What follows belongs to an exercise in optimizing a design on an open flow for a short achievable clock period and few clock cycles; a production flow would make more cautious choices. At most, simulation tests tie the RTL to the original design; equivalence was not proved. Function not checked in runs 2 and 3: the RTL went through the layout flow alone. No activity file was given, so power comes from the tool's default toggle rates.

`design/flow/constraint.sdc`:
```
create_clock -name core_clock -period 11.0 [get_ports {clk_i}]
set_input_delay 2.2000 -clock core_clock [delete_from_list [all_inputs] [get_ports {clk_i}]]
set_output_delay 2.2000 -clock core_clock [all_outputs]
set_load 0.01 [all_outputs]
```
`design/flow/run.sh`:
```
#!/bin/bash
# synth_recipe.tcl (not shown) runs the flow's synth.tcl, then flattens the netlist and writes it again
# the make line also repeats each setting of config.mk as NAME=value (left out here)
make -C /OpenROAD-flow-scripts/flow DESIGN_CONFIG=/design/flow/config.mk WORK_HOME=/design/flow/orfs CLKGATE_MAP_FILE= SYNTH_SCRIPT=/design/flow/synth_recipe.tcl finish
```
`design/flow/design.v`:
```
module ALU
(
    srcA_i,
    srcB_i,
    ALUctrl_i,
    ALUresult_o,
    NZCV_o
);
    input  [32-1:0] srcA_i;       
    input  [32-1:0] srcB_i;       
    input  [ 4-1:0] ALUctrl_i;    
    output [32-1:0] ALUresult_o;  
    output [ 4-1:0] NZCV_o;       
    reg    [33-1:0] result;  
    assign ALUresult_o = result[31:0];  
    assign NZCV_o[3]   = result[31];  
    assign NZCV_o[2]   = ~|result[31:0];  
    assign NZCV_o[1]   = (ALUctrl_i == 4'b0010 || ALUctrl_i == 4'b0110) ? result[32] : 1'b0;  
    assign NZCV_o[0]   = (srcA_i[31] ^ (srcA_i[31] + srcB_i[31])) & (srcB_i[31] ^ (srcA_i[31] + srcB_i[31]));  
    always @(*)
    begin
        case(ALUctrl_i) 
            4'b0000: result = srcA_i & srcB_i;                                    
            4'b0001: result = srcA_i | srcB_i;                                    
            4'b0010: result = srcA_i + srcB_i;                  
            4'b0110: result = srcA_i -{1'b1, srcB_i};                  
            4'b0111: result = ($signed(srcA_i) < $signed(srcB_i)) ? 33'd1:33'd0 ;  
            4'b1100: result = ~(srcA_i | srcB_i);                                    
            4'b1101: result = ~(srcA_i & srcB_i);                                    
            default: result = 33'd0;                               
        endcase
    end
endmodule
module ALU_Conrtoller
(
    funct_i,
    ALUop_i,
    ALUctrl_o
);
    input  [3:0] funct_i;    
    input  [1:0] ALUop_i;    
    output [3:0] ALUctrl_o;  
    reg    [2:0] ALUopcode;  
    assign ALUctrl_o = {1'b0 , ALUopcode};  
    always @(*)
    begin
        case(ALUop_i)  
            2'b00  : ALUopcode = 3'b010;  
            2'b01  : ALUopcode = 3'b110;  
            2'b10  :  
                begin
                    case(funct_i[2:0])
                        3'b000:  ALUopcode = (funct_i[3]) ? 3'b110 : 3'b010;  
                        3'b010:  ALUopcode = 3'b111;  
                        3'b110:  ALUopcode = 3'b001;  
                        3'b111:  ALUopcode = 3'b000;  
                        default: ALUopcode = 3'b000;  
                    endcase
                end
            2'b11  : ALUopcode = 3'b000;        
            default: ALUopcode = 3'b000;  
        endcase
    end
endmodule
module Controller
(
    instr_op_i,
    ALUop_o,
    RegWrite_o,
    MemWrite_o,
    MemtoReg_o,
    MemRead_o,
    ALUSrc_o,
    Branch_o,
    Jal_o,
    Jalr_o
);
    localparam OPC_OP     = 5'b01100;  
    localparam OPC_OP_IMM = 5'b00100;  
    localparam OPC_LOAD   = 5'b00000;  
    localparam OPC_STORE  = 5'b01000;  
    localparam OPC_BRANCH = 5'b11000;  
    localparam OPC_JAL    = 5'b11011;  
    localparam OPC_JALR   = 5'b11001;  
    localparam OPC_LUI    = 5'b01101;  
    localparam OPC_AUIPC  = 5'b00101;  
    localparam F3_ADDSUB = 3'b000;  
    localparam F3_SLT    = 3'b010;  
    localparam F3_SLTU   = 3'b011;  
    localparam F3_XOR    = 3'b100;  
    localparam F3_OR     = 3'b110;  
    localparam F3_AND    = 3'b111;  
    localparam F3_SLL    = 3'b001;  
    localparam F3_SR     = 3'b101;  
    input  wire [7-1:0] instr_op_i;  
    output  reg [2-1:0] ALUop_o;     
    output  reg         RegWrite_o;  
    output  reg         MemWrite_o;  
    output  reg [2-1:0] MemtoReg_o;  
    output  reg         MemRead_o;   
    output  reg         ALUSrc_o;    
    output  reg         Branch_o;    
    output  reg         Jal_o;       
    output  reg         Jalr_o;      
    always @(*)
    begin
        case (instr_op_i[6:2])  
            OPC_LOAD:  
                begin
                    RegWrite_o = 1'b1;
                    ALUSrc_o   = 1'b1;
                    MemWrite_o = 1'b0;
                    MemtoReg_o = 2'b01;
                    MemRead_o  = 1'b1;
                    Branch_o   = 1'b0;
                    Jal_o      = 1'b0;
                    Jalr_o     = 1'b0;
                    ALUop_o    = 2'b00;
                end
            OPC_STORE:  
                begin
                    RegWrite_o = 1'b0;
                    ALUSrc_o   = 1'b1;
                    MemWrite_o = 1'b1;
                    MemtoReg_o = 2'b00;
                    MemRead_o  = 1'b0;
                    Branch_o   = 1'b0;
                    Jal_o      = 1'b0;
                    Jalr_o     = 1'b0;
                    ALUop_o    = 2'b00;
                end
            OPC_BRANCH:  
                begin
                    RegWrite_o = 1'b0;
                    ALUSrc_o   = 1'b0;
                    MemWrite_o = 1'b0;
                    MemtoReg_o = 2'b00;
                    MemRead_o  = 1'b0;
                    Branch_o   = 1'b1;
                    Jal_o      = 1'b0;
                    Jalr_o     = 1'b0;
                    ALUop_o    = 2'b01;
                end
            OPC_OP:  
                begin
                    RegWrite_o = 1'b1;
                    ALUSrc_o   = 1'b0;
                    MemWrite_o = 1'b0;
                    MemtoReg_o = 2'b00;
                    MemRead_o  = 1'b0;
                    Branch_o   = 1'b0;
                    Jal_o      = 1'b0;
                    Jalr_o     = 1'b0;
                    ALUop_o    = 2'b10;
                end
            OPC_OP_IMM:  
                begin
                    RegWrite_o = 1'b1;
                    ALUSrc_o   = 1'b1;
                    MemWrite_o = 1'b0;
                    MemtoReg_o = 2'b00;
                    MemRead_o  = 1'b0;
                    Branch_o   = 1'b0;
                    Jal_o      = 1'b0;
                    Jalr_o     = 1'b0;
                    ALUop_o    = 2'b10;
                end
            OPC_JAL:  
                begin
                    RegWrite_o = 1'b1;
                    ALUSrc_o   = 1'b0;
                    MemWrite_o = 1'b0;
                    MemtoReg_o = 2'b10;
                    MemRead_o  = 1'b0;
                    Branch_o   = 1'b0;
                    Jal_o      = 1'b1;
                    Jalr_o     = 1'b0;
                    ALUop_o    = 2'b00;
                end
            OPC_JALR:  
                begin
                    RegWrite_o = 1'b1;
                    ALUSrc_o   = 1'b0;
                    MemWrite_o = 1'b0;
                    MemtoReg_o = 2'b10;
                    MemRead_o  = 1'b0;
                    Branch_o   = 1'b0;
                    Jal_o      = 1'b0;
                    Jalr_o     = 1'b1;
                    ALUop_o    = 2'b00;
                end
            OPC_AUIPC:  
                begin
                    RegWrite_o = 1'b1;
                    ALUSrc_o   = 1'b0;
                    MemWrite_o = 1'b0;
                    MemtoReg_o = 2'b11;
                    MemRead_o  = 1'b0;
                    Branch_o   = 1'b0;
                    Jal_o      = 1'b0;
                    Jalr_o     = 1'b0;
                    ALUop_o    = 2'b00;
                end
            default:  
                begin
                    RegWrite_o = 1'b0;
                    ALUSrc_o   = 1'b0;
                    MemWrite_o = 1'b0;
                    MemtoReg_o = 2'b00;
                    MemRead_o  = 1'b0;
                    Branch_o   = 1'b0;
                    Jal_o      = 1'b0;
                    Jalr_o     = 1'b0;
                    ALUop_o    = 2'b00;
                end
        endcase
    end
endmodule
module Imm_Gen
(
    instr_data_i,  
    imm_data_o     
);
    localparam OPC_OP_IMM = 5'b00100;  
    localparam OPC_LOAD   = 5'b00000;  
    localparam OPC_STORE  = 5'b01000;  
    localparam OPC_BRANCH = 5'b11000;  
    localparam OPC_JAL    = 5'b11011;  
    localparam OPC_JALR   = 5'b11001;  
    localparam OPC_LUI    = 5'b01101;  
    localparam OPC_AUIPC  = 5'b00101;  
    input      [32-1:0] instr_data_i;  
    output reg [32-1:0] imm_data_o;    
    always @(*)
    begin
        case (instr_data_i[6:2])  
            OPC_LOAD, OPC_OP_IMM, OPC_JALR:  
                imm_data_o = {{20{instr_data_i[31]}}, instr_data_i[31:20]};
            OPC_STORE:  
                imm_data_o = {{20{instr_data_i[31]}}, instr_data_i[31:25], instr_data_i[11:7]};
            OPC_BRANCH:  
                imm_data_o = {{19{instr_data_i[31]}}, instr_data_i[31], instr_data_i[7],
                              instr_data_i[30:25], instr_data_i[11:8], 1'b0};
            OPC_JAL:  
                imm_data_o = {{11{instr_data_i[31]}}, instr_data_i[31], instr_data_i[19:12],
                              instr_data_i[20], instr_data_i[30:21], 1'b0};
            OPC_LUI, OPC_AUIPC:  
                imm_data_o = {instr_data_i[31:12], 12'd0};
            default:  
                imm_data_o = 32'd0;
        endcase
    end
endmodule
module MUX_2to1
(
    select_i,  
    data0_i,   
    data1_i,   
    data_o     
);
    input           select_i;  
    input  [32-1:0] data0_i;   
    input  [32-1:0] data1_i;   
    output [32-1:0] data_o;    
    assign data_o = (select_i) ? data1_i: data0_i;
endmodule
module MUX_4to1
(
    select_i,
    data0_i,
    data1_i,
    data2_i,
    data3_i,
    data_o
);
    input  wire [ 2-1:0] select_i;  
    input  wire [32-1:0] data0_i;   
    input  wire [32-1:0] data1_i;   
    input  wire [32-1:0] data2_i;   
    input  wire [32-1:0] data3_i;   
    output reg  [32-1:0] data_o;    
    always @(*)
    begin
        case (select_i)
            2'b00:   data_o = data0_i;
            2'b01:   data_o = data1_i;
            2'b10:   data_o = data2_i;
            2'b11:   data_o = data3_i;
            default: data_o = 32'd0;  
        endcase 
    end
endmodule
module ProgramCounter
(
    clk_i,   
    rst_n,   
    load_i,  
    count_o  
);
    input  wire          clk_i;    
    input  wire          rst_n;    
    input  wire [32-1:0] load_i;   
    output reg  [32-1:0] count_o;  
    always @(posedge clk_i or negedge rst_n) 
    begin
        if(~rst_n)
            count_o <= 0;
        else
            count_o <= load_i;
    end
endmodule
module Reg_File
(
    clk_i,
    rst_n,
    RegWrite_i,
    rs1_addr_i,
    rs2_addr_i,
    rd_addr_i,
    rd_data_i,
    rs1_data_o,
    rs2_data_o
);
    input           clk_i;       
    input           rst_n;       
    input           RegWrite_i;  
    input  [ 5-1:0] rs1_addr_i;  
    input  [ 5-1:0] rs2_addr_i;  
    input  [ 5-1:0] rd_addr_i;   
    input  [32-1:0] rd_data_i;   
    output [32-1:0] rs1_data_o;  
    output [32-1:0] rs2_data_o;  
    reg signed [31:0] register [0:31];  
    assign rs1_data_o = register[rs1_addr_i];
    assign rs2_data_o = register[rs2_addr_i];
    always @(negedge rst_n or posedge clk_i) 
    begin
        if (~rst_n)  
        begin  
            register[ 0] <= 0; register[ 1] <= 0; register[ 2] <= 0; register[ 3] <= 0;
            register[ 4] <= 0; register[ 5] <= 0; register[ 6] <= 0; register[ 7] <= 0;
            register[ 8] <= 0; register[ 9] <= 0; register[10] <= 0; register[11] <= 0;
            register[12] <= 0; register[13] <= 0; register[14] <= 0; register[15] <= 0;
            register[16] <= 0; register[17] <= 0; register[18] <= 0; register[19] <= 0;
            register[20] <= 0; register[21] <= 0; register[22] <= 0; register[23] <= 0;
            register[24] <= 0; register[25] <= 0; register[26] <= 0; register[27] <= 0;
            register[28] <= 0; register[29] <= 128; register[30] <= 0; register[31] <= 0;
        end
        else
        begin
            if (RegWrite_i)  
            begin
                if(rd_addr_i != 5'd0)  
                    register[rd_addr_i] <= rd_data_i;
            end
            else 
                register[rd_addr_i] <= register[rd_addr_i];
        end
    end
endmodule
module adder
(
    srcA_i,  
    srcB_i,  
    sum_o    
);
    input  [32-1:0] srcA_i;
    input  [32-1:0] srcB_i;
    output [32-1:0] sum_o;
    assign sum_o = srcA_i + srcB_i;
endmodule
module Simple_Single_CPU
(
    clk_i,
    rst_n,
    imem_addr_o,
    imem_rdata_i,
    dmem_addr_o,
    dmem_wdata_o,
    dmem_we_o,
    dmem_re_o,
    dmem_rdata_i
);
    input         clk_i;          
    input         rst_n;          
    output [32-1:0] imem_addr_o;    
    input  [32-1:0] imem_rdata_i;   
    output [32-1:0] dmem_addr_o;    
    output [32-1:0] dmem_wdata_o;   
    output          dmem_we_o;      
    output          dmem_re_o;      
    input  [32-1:0] dmem_rdata_i;   
    wire [32-1:0] PC_next;        
    wire [32-1:0] PC_pres;        
    wire [32-1:0] instr;          
    wire [32-1:0] imm_out;        
    wire [   3:0] funct;          
    wire [   6:0] opcode;         
    wire [ 2-1:0] ALUop;          
    wire          RegWrite;       
    wire          MemWrite;       
    wire [ 2-1:0] MemtoReg;       
    wire          MemRead;        
    wire          ALUSrc;         
    wire          Branch;         
    wire          Jal;            
    wire          Jalr;           
    wire [ 5-1:0] rs1_addr;       
    wire [ 5-1:0] rs2_addr;       
    wire [ 5-1:0] rd_addr;        
    wire [32-1:0] rs1_data;       
    wire [32-1:0] rs2_data;       
    wire [32-1:0] rd_data;        
    wire [32-1:0] ALUsrcA;        
    wire [32-1:0] ALUsrcB;        
    wire [32-1:0] ALUresult;      
    wire [ 4-1:0] NZCV;           
    wire [32-1:0] PC_plusfour;    
    wire [32-1:0] PC_branch;      
    wire [32-1:0] PC_jump;        
    wire [ 4-1:0] ALUctrl;        
    wire [32-1:0] mem_data_wr;    
    wire [32-1:0] mem_data_rd;    
    wire [32-1:0] PC_target;      
    wire          target_sel;     
    ProgramCounter PC
    (
        .clk_i(clk_i),
        .rst_n(rst_n),
        .load_i(PC_next),          
        .count_o(PC_pres)          
    );
    assign imem_addr_o = PC_pres;       
    assign instr       = imem_rdata_i;  
    Imm_Gen ImmGen
    (
        .instr_data_i(instr),    
        .imm_data_o(imm_out)       
    );
    assign opcode = instr[6:0];
    Controller Control
    (
        .instr_op_i(opcode),     
        .ALUop_o(ALUop),        
        .RegWrite_o(RegWrite),     
        .MemWrite_o(MemWrite),     
        .MemtoReg_o(MemtoReg),     
        .MemRead_o(MemRead),      
        .ALUSrc_o(ALUSrc),       
        .Branch_o(Branch),       
        .Jal_o(Jal),          
        .Jalr_o(Jalr)          
    );
    assign rs1_addr = instr[19:15];
    assign rs2_addr = instr[24:20];
    assign rd_addr  = instr[11: 7];
    Reg_File RF
    (
        .clk_i(clk_i),
        .rst_n(rst_n),
        .RegWrite_i(RegWrite),     
        .rs1_addr_i(rs1_addr),     
        .rs2_addr_i(rs2_addr),     
        .rd_addr_i(rd_addr),      
        .rd_data_i(rd_data),      
        .rs1_data_o(rs1_data),     
        .rs2_data_o(rs2_data)      
    );
    MUX_2to1 MUX_ALUSrc
    (
        .data0_i(rs2_data),        
        .data1_i(imm_out),        
        .select_i(ALUSrc),      
        .data_o(ALUsrcB)          
    );
    assign ALUsrcA = rs1_data;
    ALU ALU
    (
        .srcA_i(ALUsrcA),         
        .srcB_i(ALUsrcB),         
        .ALUctrl_i(ALUctrl),      
        .ALUresult_o(ALUresult),    
        .NZCV_o(NZCV)          
    );
    assign funct = {instr[30], instr[14:12]};
    ALU_Conrtoller ALU_Conrtoller
    (
        .funct_i(funct),       
        .ALUop_i(ALUop),       
        .ALUctrl_o(ALUctrl)      
    );
    adder adder_PC_plusfour
    (
        .srcA_i(PC_pres),        
        .srcB_i(32'd4),
        .sum_o(PC_plusfour)          
    );
    assign mem_data_wr = rs2_data;
    assign dmem_addr_o  = ALUresult;     
    assign dmem_wdata_o = mem_data_wr;   
    assign dmem_re_o    = MemRead;       
    assign dmem_we_o    = MemWrite;      
    assign mem_data_rd  = dmem_rdata_i;  
    adder adder_branch_addr
    (
        .srcA_i(PC_pres),        
        .srcB_i(imm_out),        
        .sum_o(PC_branch)          
    );
    MUX_4to1 MUX_Mem_Reg
    (
        .data0_i(ALUresult),       
        .data1_i(mem_data_rd),       
        .data2_i(PC_plusfour),       
        .data3_i(PC_branch),  
        .select_i(MemtoReg),      
        .data_o(rd_data)         
    );
    assign target_sel = (Branch & NZCV[2]) | Jal;
    MUX_2to1 MUX_PC_Source
    (
        .data0_i(PC_plusfour),       
        .data1_i(PC_branch),       
        .select_i(target_sel),      
        .data_o(PC_target)         
    );
    adder adder_jalr_addr
    (
        .srcA_i(rs1_data),        
        .srcB_i(imm_out),        
        .sum_o(PC_jump)          
    );
    MUX_2to1 MUX_PC_Branch
    (
        .data0_i(PC_target),       
        .data1_i(PC_jump),       
        .select_i(Jalr),      
        .data_o(PC_next)         
    );
endmodule
```
`design/flow/config.mk`:
```
export PLATFORM = sky130hd
export DESIGN_NAME = Simple_Single_CPU
export DESIGN_NICKNAME = Simple_Single_CPU
export VERILOG_FILES = /design/flow/design.v
export SDC_FILE = /design/flow/constraint.sdc
export NUM_CORES = 8
export LEC_CHECK = 0
export ABC_CLOCK_PERIOD_IN_PS = 5000
export CAP_MARGIN = 20
export CORE_MARGIN = 2
export CORE_UTILIZATION = 25
export PLACE_DENSITY = 0.45
export SETUP_SLACK_MARGIN = 5
export SLEW_MARGIN = 20
```
==> run_results.csv, run 1 <==
group,metric,value,unit
worst_setup_path,critPathKind,"in -> out",
floorplan,die_area,268000,um^2
clock_tree,cts_root_buffer,"clkbuf_16",
sta,whs,0.422,ns
placed_design,place_congestion,1.04,
route,drc,0,
synth,synth_top_family_by_area,"compound AO/OA/AOI/OAI gates",
clock_tree,ctsHoldBuffers,0,
power_and_ir_drop,power.leakage,41.7,nW
worst_setup_path,slowest_delay,0.54,ns
finish,stdcell_count,12700,
grt,grt_max_degree,152,
clock_tree,clkLatencyLatePin,0.86,ns
grt,grt_overflow,0,
synth,syn_inst,7946,
grt,antenna_found_initial,47,
worst_setup_path,critical_path.endpoint_type,"primary output",
placed_design,placedCellCount,11700,
finish,areaGrowthSynthToFinish,49.1,%
floorplan,die_x,518,um
sta,slew_headroom,0.177,
route,vias,85800,
route,wl_per_cell,43.1,um
placed_design,dpl.hpwl,332000,um
route,drt_iter0_drc,14700,
finish,layout.nets,9225,
floorplan,ios,164,
run_status,status,"no timing/DRC/antenna violations",
clock_tree,cts_tree,"done",
grt,grt_pass1_vias,77400,
synth,synth_ff_type,"dfrtp_1",
synth,synth_compound_area_frac,0.339,
sta,drv_slew,0,
synth,synth_seq_cells,1056,
synth,syn_area,65900,um^2
power_and_ir_drop,vdd_drop_max,0.000185,V
clock_tree,cts.sinks,1056,
synth,yosysWarnings,8,
floorplan,fp.dieH,518,um
sta,fin_skew,0.0485,ns
finish,nFillCells,26300,
floorplan,fp-row-count,188,
grt,grt_first_pass_wirelength,714000,um
floorplan,core-area,262000,um^2
synth,synth.top_cell.area_share,0.400,
synth,ys_seq_area_frac,0.401,
worst_setup_path,cp.required,8.80,ns
clock_tree,cts_buffers,131,
finish,drive_gt1_frac,0.323,
synth,synth_mux_area_frac,0.00512,
clock_tree,clk_pin_slew_worst_paths,0.06,ns
placed_design,port_buffers,161,
sta,timing.final.hold_violations,0,
worst_setup_path,critPathLaunchType,"input pin",
synth,synth_area_leader_cell,"dfrtp_1",
route,postRouteAntennaNets,0,
synth,synthSimpleGateAreaFrac,0.160,
route,drt-total-wl,546000,um
synth,ys_top_cells_by_area,"dfrtp_1 (40%), a22oi_1 (9.6%), o21ai_0 (8.8%), nand2_1 (8.1%), a22o_1 (4.0%)",
synth,synth_common_cells,"nand2_1 (1421), o21ai_0 (1155), dfrtp_1 (1055)",
synth,yosys.cell_types.count,100,
sta,worstMarginPinSlew,1.23,ns
worst_setup_path,crit_top_cell,"buf_12",
sta,period_needed,9.62,ns
worst_setup_path,arrival,7.42,ns
sta,timing.fmax,104,MHz
route,first_pass_iters,15,
route,viasPerCell,6.77,
floorplan,initial_core_util,0.251,
synth,synthAdderAreaFrac,0.0314,
finish,fin_util,0.375,
sta,finalSetupTns,0,ns
sta,rsz0062_at_grt,"true",
clock_tree,cts_buffer_depth,3,
run,maxCapViolCount,0,
finish,final_area,98300,um^2
synth,synth-xor-area-share,0.0102,
worst_hold_path,hold_path.class,"reg -> reg",
sta,setup_violations,0,
synth,synth_edf_count,0,
worst_setup_path,cpMaxStageDelayCell,"or4b_4",
placed_design,place_area,78500,um^2
grt,grt_usage,0.387,
synth,syn-num-nets,8175,
clock_tree,cts-htree-levels,4,
synth,avgSynthCellArea,8.30,um^2
synth,synthArstFlopShare,1.00,
synth,yosysMostFrequentCell,"nand2_1",
worst_setup_path,path_cells,"buf_12, buf_12, or3b_4, nor2_4, buf_12, buf_8, a22o_1, a221oi_2, nand3_2, nor3_4, a21oi_2, o21a_4, ha_4, or4b_4, nor2b_4, o2111a_2, nor3_4, o31a_1, buf_4, buf_6, o211ai_1, nand3_1, a32o_2, buf_6",
sta,fin_crit_sh,0.875,
power_and_ir_drop,powerDensity,186,nW/um^2
worst_setup_path,crit_fanout,5,
kinds of logic after synthesis:
| kind of cell | count (synthesis) |
|---|---|
| AO/OA/AOI/OAI | 3310 |
| AND/OR/NAND/NOR | 2400 |
| flip-flops | 1056 |
| buffers and inverters | 908 |
| adder cells (fa/ha/maj) | 163 |
| XOR/XNOR | 77 |
| multiplexers | 32 |
power by group:
| group | internal [mW] | switching [mW] | total (mW) |
|---|---|---|---|
| logic | 3.51 | 4.29 | 7.80 |
| registers | 4.64 | 1.26 | 5.90 |
| clock network | 2.52 | 2.02 | 4.54 |
| total | 10.7 | 7.57 | 18.2 |
critical path, delay by kind of cell:
kind	cells	cell delay [ns]
AO/OA/AOI/OAI	8	2.10
AND/OR/NAND/NOR	8	1.91
buffers and inverters	7	0.92
adder cells (fa/ha/maj)	1	0.23
final cells by class:
type                       instances  area (um^2)  share of cell area
sequential                      1056        26400               0.269
timing repair buffer            1657        19500               0.198
multi-input combinational       5993        42900               0.437
tap                             3515         4400              0.0447
clock buffer                     176         3640              0.0370
inverter                         157          617             0.00628
antenna                           59          148             0.00150
clock inverter                    56          658             0.00670
routing by layer:
metal  track usage  share of wire
met1         0.455           0.36
met2         0.535           0.39
met3         0.185           0.15
met4         0.301           0.10
met5       0.00693        0.00075
per-stage QoR:
step                      setup WS, ns  total power [mW]
final                             1.38              18.2
after global placement           0.173              11.0
after detailed placement         0.139              11.0
after global routing              1.42              18.7
after floorplan                   2.69              8.16
after CTS                         1.63              17.2
final timing paths:
kind	from	to	slack, ns	cells past startpoint
hold reg to reg	RF.register[0][27]$_DFFE_PN0P_	RF.register[0][27]$_DFFE_PN0P_	0.42	0
setup / recovery	imem_rdata_i[21]	dmem_addr_o[30]	1.38	24
max in group asynchronous	rst_n	RF.register[26][29]$_DFFE_PN0P_	7.24	3
min in group asynchronous	rst_n	RF.register[28][10]$_DFFE_PN0P_	1.45	1
hold / removal	RF.register[0][27]$_DFFE_PN0P_	RF.register[0][27]$_DFFE_PN0P_	0.42	0
setup reg to reg	RF.register[10][1]$_DFFE_PN0P_	PC.count_o[14]$_DFF_PN0_	3.54	43
state kept, by name, summed over array words and instances (netlist names):
signal and count:
RF.register 1024, PC.count_o 32
cell usage in the layout, fill, tap and decap left out, types with 176 or more instances in the layout:
| master | n |
|---|---|
| o21ai_2 | 364 |
| o21ai_0 | 492 |
| a22o_1 | 304 |
| a22oi_1 | 813 |
| o21ai_1 | 285 |
| a221oi_1 | 211 |
| dfrtp_1 | 1055 |
| a21oi_1 | 189 |
| buf_6 | 351 |
| buf_4 | 792 |
| buf_12 | 286 |
| nand2_1 | 1359 |
| nand4_1 | 176 |
| nor2_1 | 204 |
timing repair:
item                       4_1_cts  5_1_grt
setup buffers                  485      136
setup endpoints to repair     1090     1089
cloned                          78       16
gates resized for setup       1553      733
pin swaps                      350      234
Testbench counts, summed over its fixed seeds: cycles 30,188.
==> inputs of run 2 (changes only) <==
==> design/flow/design.v (replaced) <==
module Simple_Single_CPU
(
    input         clk_i,
    input         rst_n,
    output [31:0] imem_addr_o,
    input  [31:0] imem_rdata_i,
    output [31:0] dmem_addr_o,
    output [31:0] dmem_wdata_o,
    output        dmem_we_o,
    output        dmem_re_o,
    input  [31:0] dmem_rdata_i
);
    localparam NB = 4;    
    reg  [31:0] pcF;
    reg         fwE;      
    reg         ldE;      
    reg         rdmE;     
    reg         stE;      
    reg         brE, jalE, jalrE;
    reg         predE;    
    reg         rpE;      
    reg  [NB-1:0] hitE;
    reg  [4:0]  rdE;
    reg  [31:0] A, B, R2, IMM, pcE, pc4E;
    reg         subE, sltE, orE, andE, auiE, lnkE;
    reg         wM, ldM, weM, reM;
    reg  [4:0]  rdM;
    reg  [31:0] resM, sdM;
    reg  [31:0] rf [0:31];
    reg  [31:1] rfv;
    reg  [NB-1:0] bv;
    reg  [31:0] btag [0:NB-1];
    reg  [31:0] btgt [0:NB-1];
    reg  [1:0]  bptr;
    assign imem_addr_o = pcF;
    wire [31:0] I   = imem_rdata_i;
    wire [4:0]  op  = I[6:2];
    wire [4:0]  rd  = I[11:7];
    wire [4:0]  rs1 = I[19:15];
    wire [4:0]  rs2 = I[24:20];
    wire [2:0]  f3  = I[14:12];
    wire dOP   = (op == 5'b01100);
    wire dIMM  = (op == 5'b00100);
    wire dLD   = (op == 5'b00000);
    wire dST   = (op == 5'b01000);
    wire dBR   = (op == 5'b11000);
    wire dJAL  = (op == 5'b11011);
    wire dJALR = (op == 5'b11001);
    wire dAUI  = (op == 5'b00101);
    wire rdnz   = (rd != 5'd0);
    wire dWen   = (dOP | dIMM | dLD | dJAL | dJALR | dAUI) & rdnz;
    wire useRs1 = dOP | dIMM | dLD | dST | dBR | dJALR;
    wire useRs2 = dOP | dST | dBR;
    wire [31:0] immI = {{20{I[31]}}, I[31:20]};
    wire [31:0] immS = {{20{I[31]}}, I[31:25], I[11:7]};
    wire [31:0] immB = {{20{I[31]}}, I[7], I[30:25], I[11:8], 1'b0};
    wire [31:0] immJ = {{12{I[31]}}, I[19:12], I[20], I[30:21], 1'b0};
    wire [31:0] immU = {I[31:12], 12'd0};
    wire arith = dOP | dIMM;
    wire aSub  = arith & (((f3 == 3'b000) & I[30]) | (f3 == 3'b010));
    wire aSlt  = arith & (f3 == 3'b010);
    wire aOr   = arith & (f3 == 3'b110);
    wire aAnd  = arith & ~((f3 == 3'b000) | (f3 == 3'b010) | (f3 == 3'b110));
    wire [31:0] rfe [0:31];
    assign rfe[0] = 32'd0;
    genvar g;
    generate
        for (g = 1; g < 32; g = g + 1) begin : rfeff
            assign rfe[g] = rfv[g] ? rf[g] : ((g == 29) ? 32'd128 : 32'd0);
        end
    endgenerate
    wire [31:0] resE;
    wire [31:0] mval = ldM ? dmem_rdata_i : resM;
    wire fE1 = fwE & (rdE == rs1);
    wire fE2 = fwE & (rdE == rs2);
    wire fM1 = wM & (rdM == rs1);
    wire fM2 = wM & (rdM == rs2);
    wire [31:0] r1v = fE1 ? resE : fM1 ? mval : rfe[rs1];
    wire [31:0] r2v = fE2 ? resE : fM2 ? mval : rfe[rs2];
    wire lduse = ldE & (((rdE == rs1) & useRs1) | ((rdE == rs2) & useRs2));
    wire [NB-1:0] hit;
    reg  [31:0] pTgt;
    integer k;
    generate
        for (g = 0; g < NB; g = g + 1) begin : bl
            assign hit[g] = bv[g] & (btag[g] == pcF);
        end
    endgenerate
    always @(*) begin
        pTgt = 32'd0;
        for (k = 0; k < NB; k = k + 1)
            pTgt = pTgt | (btgt[k] & {32{hit[k]}});
    end
    wire pHit = |hit;
    wire [31:0] pc4F = pcF + 32'd4;
    wire [31:0] sum  = subE ? (A - B) : (A + B);
    wire        slt  = (A[31] ^ B[31]) ? A[31] : sum[31];
    wire [31:0] alu  = sltE ? {31'd0, slt} : orE ? (A | B) : andE ? (A & B) : sum;
    wire [31:0] pcSum = pcE + IMM;
    assign resE = auiE ? pcSum : lnkE ? pc4E : alu;
    wire eq     = (A == R2);
    wire takenE = jalE | jalrE | (brE & eq);
    wire mispE  = rpE | jalrE | (takenE ^ predE);
    wire [31:0] rtgt = rpE ? pcE : jalrE ? sum : takenE ? pcSum : pc4E;
    wire vF = ~mispE & ~lduse;    
    always @(posedge clk_i or negedge rst_n) begin
        if (!rst_n) begin
            pcF   <= 32'd0;
            fwE   <= 1'b0; ldE <= 1'b0; rdmE <= 1'b0; stE <= 1'b0;
            brE   <= 1'b0; jalE <= 1'b0; jalrE <= 1'b0; predE <= 1'b0; rpE <= 1'b0;
            wM    <= 1'b0; weM <= 1'b0; reM <= 1'b0;
            bv    <= {NB{1'b0}};
            bptr  <= 2'd0;
            rfv   <= 31'd0;
        end else begin
            pcF   <= mispE ? rtgt : pHit ? pTgt : pc4F;
            fwE   <= vF & dWen;
            ldE   <= vF & dLD & rdnz;
            rdmE  <= vF & dLD;
            stE   <= vF & dST;
            brE   <= vF & dBR;
            jalE  <= vF & dJAL;
            jalrE <= vF & dJALR;
            predE <= vF & pHit;
            rpE   <= ~mispE & lduse;
            wM    <= fwE;
            weM   <= stE;
            reM   <= rdmE;
            if (mispE & takenE & ~jalrE) begin
                bv[bptr] <= 1'b1;
                bptr     <= bptr + 2'd1;
            end else if (mispE & predE & ~takenE) begin
                bv <= bv & ~hitE;
            end
            if (wM) rfv[rdM] <= 1'b1;
        end
    end
    always @(posedge clk_i) begin
        rdE  <= rd;
        A    <= r1v;
        B    <= (dIMM | dLD | dJALR) ? immI : dST ? immS : r2v;
        R2   <= r2v;
        IMM  <= dBR ? immB : dJAL ? immJ : immU;
        pcE  <= pcF;
        pc4E <= pc4F;
        hitE <= hit;
        subE <= aSub;
        sltE <= aSlt;
        orE  <= aOr;
        andE <= aAnd;
        auiE <= dAUI;
        lnkE <= dJAL | dJALR;
        ldM  <= rdmE;
        rdM  <= rdE;
        resM <= resE;
        sdM  <= R2;
        if (wM) rf[rdM] <= mval;
        if (mispE & takenE & ~jalrE) begin
            btag[bptr] <= pcE;
            btgt[bptr] <= pcSum;
        end
    end
    assign dmem_addr_o  = resM;
    assign dmem_wdata_o = sdM;
    assign dmem_we_o    = weM;
    assign dmem_re_o    = reM;
endmodule
==> run 2 against run 1 <==
Still clean. Synthesized cell count is 13% lower. Flip-flop and latch count up 543. Die area up 15%. First-iteration DRC count down 11%. Non-clock buffer count down 1185. Critical path depth down 12. Design area decreased by 8.7%. Register-to-register slack improved by 1.7 ns. Core utilization fell by 7.6 points. Clock power up 43%. Global-route usage down 8.9 points. Critical path type is now in -> reg. Critical endpoint is now B[8]$_DFF_P_. Largest cell class is now flip-flops and latches. Highest routed layer unchanged.
==> run_results.csv, run 2 <==
group,metric,value,unit
synth,ys_top_cells_by_area,"edfxtp_1 (49%), dfxtp_1 (7.3%), nand3_1 (7.3%), nand2_1 (2.8%), dfrtp_1 (2.7%)",
worst_setup_path,crit_buf_inv,3,
route,drt-total-wl,475000,um
grt,grt_overflow,0,
run,maxCapViolCount,0,
synth,synth_seq_cells,1599,
sta,slew_headroom,0.108,
route,drt_iter0_drc,13100,
grt,antenna_found_initial,65,
floorplan,ios,164,
worst_setup_path,critPathLaunchType,"input pin",
finish,largest_register_ffs,992,
power_and_ir_drop,powerDensity,218,nW/um^2
sta,finalSetupTns,0,ns
clock_tree,clkLatencyLatePin,0.92,ns
grt,grt_usage,0.298,
sta,timing.fmax,159,MHz
power_and_ir_drop,power.leakage,29.9,nW
grt,grt_pass1_vias,65900,
route,viasPerCell,6.37,
floorplan,core-area,300000,um^2
synth,syn_inst,6909,
synth,synthArstFlopShare,0.0507,
sta,drv_slew,0,
floorplan,initial_core_util,0.252,
finish,final_common_cell,"edfxtp_1",
route,postRouteAntennaNets,0,
worst_setup_path,cp.required,11.77,ns
synth,synth_edf_count,1244,
route,drc,0,
synth,yosysMostFrequentCell,"edfxtp_1",
power_and_ir_drop,vdd_drop_max,0.000114,V
finish,layout_common_cells,"edfxtp_1 (1244), nand3_1 (1093), nand2_1 (562), buf_4 (305), dfxtp_1 (271)",
placed_design,port_buffers,161,
sta,fin_crit_sh,0.571,
worst_setup_path,crit_fanout,15,
clock_tree,cts-htree-levels,4,
synth,syn-num-nets,7063,
grt,grt_max_degree,70,
grt,grt_first_pass_wirelength,617000,um
worst_setup_path,slowest_delay,0.72,ns
clock_tree,cts_buffers,194,
worst_setup_path,cpMaxStageDelayCell,"nor2_4",
run_status,status,"no timing/DRC/antenna violations",
placed_design,dpl.hpwl,305000,um
floorplan,fp-row-count,201,
worst_setup_path,critical_path.endpoint_type,"flip-flop",
worst_setup_path,path_cells,"clkdlybuf4s50_1, buf_4, or3b_1, nor2_4, buf_4, nand3_1, nand4_1, nor4_1, a31oi_2, o21ai_1, o21ai_1, mux2_2",
synth,synth_common_cells,"edfxtp_1 (1244), nand3_1 (1096), nand2_1 (573)",
route,wl_per_cell,42.4,um
floorplan,die_area,307000,um^2
clock_tree,cts_root_buffer,"clkbuf_16",
sta,setup_violations,0,
worst_setup_path,arrival,7.04,ns
sta,fin_skew,0.101,ns
clock_tree,cts_tree,"done",
synth,synth.top_cell.area_share,0.494,
finish,stdcell_count,11200,
sta,timing.final.hold_violations,0,
sta,rsz0062_at_grt,"true",
worst_setup_path,critPathTopFamily,"simple AND/OR/NAND/NOR gates",
sta,period_needed,6.28,ns
synth,synth_area_leader_cell,"edfxtp_1",
synth,yosys.cell_types.count,100,
finish,layout.nets,7198,
synth,syn_area,75600,um^2
finish,reg_top3,"rf (992), btag (128), btgt (124)",
floorplan,die_x,554,um
route,vias,71400,
synth,synth_ff_type,"edfxtp_1",
placed_design,placedCellCount,10800,
placed_design,place_congestion,0.999,
worst_hold_path,hold_path.class,"reg -> reg",
synth,ys_seq_area_frac,0.594,
route,first_pass_iters,8,
synth,yosysWarnings,1,
finish,regMostFlops,"rf",
clock_tree,cts_buffer_depth,4,
worst_setup_path,critPathKind,"in -> reg",
finish,areaGrowthSynthToFinish,18.7,%
finish,drive_gt1_frac,0.122,
floorplan,fp.dieH,554,um
clock_tree,clk_pin_slew_worst_paths,0.06,ns
clock_tree,cts.sinks,1599,
sta,worstMarginPinSlew,1.33,ns
synth,avgSynthCellArea,10.9,um^2
==> run 2: per-layer routing <==
| layer | track usage | vias up | share of wire |
|---|---|---|---|
| li1 | - | 27000 | - |
| met1 | 0.353 | 35600 | 0.36 |
| met2 | 0.442 | 6760 | 0.42 |
| met3 | 0.116 | 1995 | 0.13 |
| met4 | 0.204 | 30 | 0.082 |
| met5 | 0 | - | 0.00084 |
==> run 2: cells by family after synthesis <==
group                      after synthesis  share of synthesized area
xor gates and xnor gates               292                     0.0340
AOI/OAI and AO/OA                     1359                      0.123
DFF                                   1599                      0.594
muxes                                   84                     0.0117
and+or+nand+nor                       2853                      0.189
adders and majority gates               88                     0.0148
buffers and inverters                  634                     0.0332
==> run 2: path summary, 6_finish.rpt <==
kind	start	end	slack [ns]	cells past startpoint
min reg2reg	stE$_DFF_PN0_	weM$_DFF_PN0_	0.35	0
max reg2reg	R2[12]$_DFF_P_	btgt[2][25]$_DFFE_PP_	5.21	13
max in group asynchronous	rst_n	rfv[16]$_DFFE_PN0P_	8.46	2
min	stE$_DFF_PN0_	weM$_DFF_PN0_	0.35	0
min in group asynchronous	rst_n	weM$_DFF_PN0_	1.32	1
max	imem_rdata_i[20]	B[8]$_DFF_P_	4.72	12
==> run 2: per-stage QoR <==
stage / worst slack [ns] / util / area [um^2] / hold WS [ns] / total power, mW
floorplan: 6.58 / - / 75600 / 0.331 / 10.2
global placement: 3.31 / 0.277 / 83100 / 0.338 / 12.9
detailed placement: 3.50 / 0.277 / 83100 / 0.343 / 13.0
CTS: 5.05 / 0.298 / 89400 / 0.358 / 19.4
global route: 4.96 / 0.298 / 89600 / 0.375 / 19.9
finish: 4.72 / 0.299 / 89700 / 0.355 / 19.6
==> run 2: report_power, final <==
group	total, mW	switching [mW]	internal (mW)
sequential	8.19	0.720	7.47
combinational	4.88	3.61	1.27
clock	6.48	2.74	3.74
total	19.6	7.08	12.5
==> run 2: final cells by class <==
type | instances | area (um^2)
antenna | 57 | 143
clock buffer | 251 | 5370
clock inverter | 95 | 853
fill | 31000 | 211000
inverter | 101 | 379
multi-input combinational | 4676 | 29100
sequential | 1599 | 44900
tap | 3958 | 4950
timing repair buffer | 472 | 4010
==> run 2: repair_timing <==
item / in CTS / in global routing
hold buffers: 0 / 0
setup buffers: 0 / 1
resized for setup: 14 / 5
pin swaps: 0 / 1
gates cloned: 0 / 0
endpoints found under the setup margin: 180 / 10
==> inputs of run 3 (changes only) <==
==> design/flow/flow/run.sh (new file) <==
#!/bin/bash
# Standard layout, with timing repair aiming well below the 11 ns clock.
set -euo pipefail
bash standard.sh SETUP_SLACK_MARGIN=7.5 finish > standard_make.log 2>&1
==> design/flow/standard.sh (new file) <==
#!/bin/bash
# synth_recipe.tcl (not shown) runs the flow's synth.tcl, then flattens the netlist and writes it again
# the make line also repeats each setting of config.mk as NAME=value (left out here)
make -C /OpenROAD-flow-scripts/flow DESIGN_CONFIG=/design/flow/config.mk WORK_HOME=/design/flow/orfs CLKGATE_MAP_FILE= SYNTH_SCRIPT=/design/flow/synth_recipe.tcl "${@:-finish}"
removed: design/flow/run.sh
==> run 3 against run 2 <==
Register-to-register slack improved by 1.6 ns. Sequential share of layout area decreased by 7.5 points. Critical path type unchanged. Design area up 18%. Still clean. Core utilization increased by 5.5 points. Count of clock-buffer cells in the layout is 23 lower. Cell count is 7.4% higher.
==> run_results.csv, run 3 <==
group,metric,value,unit
clock_tree,cts_buffer_depth,4,
finish,areaGrowthSynthToFinish,40.5,%
sta,timing.final.hold_violations,0,
route,drt-total-wl,511000,um
floorplan,initial_core_util,0.252,
clock_tree,cts.sinks,1599,
floorplan,core-area,300000,um^2
placed_design,dpl.hpwl,298000,um
synth,synth_seq_cells,1599,
route,drc,0,
clock_tree,cts_root_buffer,"clkbuf_16",
grt,antenna_found_initial,67,
worst_setup_path,crit_fanout,20,
floorplan,fp-row-count,201,
sta,finalSetupTns,0,ns
placed_design,place_congestion,0.994,
synth,syn_inst,6909,
finish,drive_gt1_frac,0.324,
worst_setup_path,cpMaxStageDelayCell,"nor4_4",
sta,period_needed,4.34,ns
floorplan,die_area,307000,um^2
synth,yosysMostFrequentCell,"edfxtp_1",
synth,synthArstFlopShare,0.0507,
clock_tree,clk_pin_slew_worst_paths,0.06,ns
sta,worstMarginPinSlew,1.36,ns
synth,synth_ff_type,"edfxtp_1",
synth,yosys.cell_types.count,100,
finish,final_common_cell,"edfxtp_1",
finish,layout_common_cells,"edfxtp_1 (1244), nand3_1 (1013), buf_4 (658), nand2_1 (521), buf_6 (260)",
finish,largest_register_ffs,992,
finish,nFillCells,29600,
sta,slew_headroom,0.0961,
route,wl_per_cell,42.4,um
synth,ys_top_cells_by_area,"edfxtp_1 (49%), dfxtp_1 (7.3%), nand3_1 (7.3%), nand2_1 (2.8%), dfrtp_1 (2.7%)",
placed_design,port_buffers,161,
synth,synth_area_leader_cell,"edfxtp_1",
route,viasPerCell,6.45,
sta,timing.fmax,230,MHz
route,drt_iter0_drc,14500,
synth,syn_area,75600,um^2
sta,worst_slack,6.66,ns
power_and_ir_drop,power.leakage,36.9,nW
sta,fin_crit_sh,0.395,
power_and_ir_drop,vdd_drop_max,0.000127,V
route,postRouteAntennaNets,0,
synth,syn-num-nets,7063,
grt,grt_overflow,0,
grt,grt_max_degree,60,
sta,setup_violations,0,
worst_setup_path,path_cells,"buf_12, buf_16, nand3b_1, buf_4, buf_4, nor2_2, buf_12, nand3_1, nand4_1, or4_4, nor4_4, o221ai_2, o21a_1",
run,maxCapViolCount,0,
synth,ys_seq_area_frac,0.594,
worst_setup_path,slowest_delay,0.66,ns
grt,grt_pass1_vias,69100,
sta,drv_slew,0,
finish,regMostFlops,"rf",
floorplan,fp.dieH,554,um
placed_design,dp_slack,3.88,ns
synth,synth_edf_count,1244,
worst_setup_path,cp.required,11.73,ns
clock_tree,clkLatencyLatePin,0.96,ns
worst_setup_path,arrival,5.08,ns
floorplan,die_x,554,um
run_status,status,"no timing/DRC/antenna violations",
clock_tree,cts_buffers,189,
sta,rsz0062_at_grt,"true",
finish,layout.nets,8016,
synth,yosysWarnings,1,
worst_setup_path,critPathLaunchType,"input pin",
worst_setup_path,critical_path.endpoint_type,"flip-flop",
synth,synth_common_cells,"edfxtp_1 (1244), nand3_1 (1096), nand2_1 (573)",
route,first_pass_iters,9,
grt,grt_first_pass_wirelength,652000,um
power_and_ir_drop,powerDensity,197,nW/um^2
worst_setup_path,critPathKind,"in -> reg",
grt,grt_usage,0.316,
route,vias,77600,
synth,avgSynthCellArea,10.9,um^2
sta,fin_skew,0.118,ns
clock_tree,cts-htree-levels,4,
floorplan,ios,164,
worst_hold_path,hold_path.class,"reg -> reg",
synth,synth.top_cell.area_share,0.494,
clock_tree,cts_tree,"done",
finish,reg_top3,"rf (992), btag (128), btgt (124)",
run 3: cell counts after synthesis:
No cell type changed its count.
run 3: final cells by class:
cell class | count | area (um^2) | area share
diodes | 72 | 180 | 0.00170
flip-flops and latches | 1599 | 45200 | 0.425
multi-input cells | 4680 | 34500 | 0.325
well taps | 3958 | 4950 | 0.0466
clock inverters | 114 | 1180 | 0.0111
clock buffers | 228 | 5000 | 0.0471
repair inverters | 8 | 55.1 | 0.000519
inverters | 101 | 418 | 0.00394
repair buffers | 1283 | 14700 | 0.138
run 3: final timing paths:
check	from	endpoint	slack, ns	cells after the start
hold / removal	R2[14]$_DFF_P_	sdM[14]$_DFF_P_	0.35	0
setup reg to reg	B[5]$_DFF_P_	A[28]$_DFF_P_	6.77	17
hold reg to reg	R2[14]$_DFF_P_	sdM[14]$_DFF_P_	0.35	0
setup / recovery	imem_rdata_i[16]	A[25]$_DFF_P_	6.66	13
max in group asynchronous	rst_n	rfv[15]$_DFFE_PN0P_	8.49	2
min in group asynchronous	rst_n	weM$_DFF_PN0_	1.32	1
run 3: logic make-up after synthesis:
group,synth area share
AOI/OAI and AO/OA,0.123
xor gates and xnor gates,0.0340
adders and majority gates,0.0148
buffers and inverters,0.0332
DFF,0.594
muxes,0.0117
and+or+nand+nor,0.189
run 3: worst max-delay path: cells and delay by family:
kind                   cells  cell delay [ns]
buffers and inverters      5             0.73
and+or+nand+nor            6             1.74
AOI/OAI and AO/OA          2             0.33
run 3: power by group:
group          switching [mW]  internal [mW]
Clock                    2.76           3.75
Sequential              0.702           7.51
Combinational            4.24           1.97
Total                    7.70           13.2
run 3: metrics by stage:
step / utilization / cell area (um^2) / power (mW) / hold WS (ns) / instances
after floorplan: - / 77100 / 10.3 / 0.331 / 6909
after detailed placement: 0.278 / 83600 / 13.0 / 0.354 / 10800
after global routing: 0.353 / 106000 / 21.2 / 0.366 / 12000
final: 0.354 / 106000 / 20.9 / 0.354 / 12000
after CTS: 0.337 / 101000 / 20.3 / 0.354 / 11700
after global placement: 0.278 / 83500 / 13.0 / 0.356 / 10800
run 3: per-layer routing:
layer / vias to the layer above / share of wire / track usage
li1: 28700 / - / -
met1: 38200 / 0.34 / 0.363
met2: 8035 / 0.40 / 0.447
met3: 2668 / 0.15 / 0.149
met4: 38 / 0.10 / 0.248
met5: - / 0.0022 / 0.00969
run 3: timing repair:
item	in CTS	in global routing
endpoints found under the setup margin	987	695
pin swaps	353	293
hold endpoints to repair	0	0
buffers inserted	558	228
hold buffers	0	0
resized for setup	1868	469
cloned	31	19

==> port drivers added, routing unchanged <==
No port has a modelled driver above. Below, the same layouts with a new extraction and two added sets of constraints.
Step 1, drivers: a clkbuf_16 drives clk_i and a buf_2 each remaining input, both assumed.
Step 2, shift: input delay + t, output delay - t, t = (earliest + latest rising clock arrival at the registers) / 2. This alone moves slack from input paths to output paths.
Three values: ideal ports, drivers, drivers and shift; two values: the first two.
| run | shift t [ns] | setup WS [ns] | worst register clock-pin slew, ns | cell pins on the clock port's net |
|---|---|---|---|---|
| run 1 | 0.953 | 1.380 / 1.266 / 0.906 | 0.08 / 0.08 | 1 |
| run 2 | 0.983 | 4.721 / 4.810 / 3.827 | 0.07 / 0.07 | 1 |
| run 3 | 1.008 | 6.659 / 6.649 / 5.641 | 0.07 / 0.07 | 1 |
After both steps setup and hold are still met in every run listed. The setup slack of run 3, which loses most, moves by -0.010 ns with the drivers and by -1.018 ns with both steps.
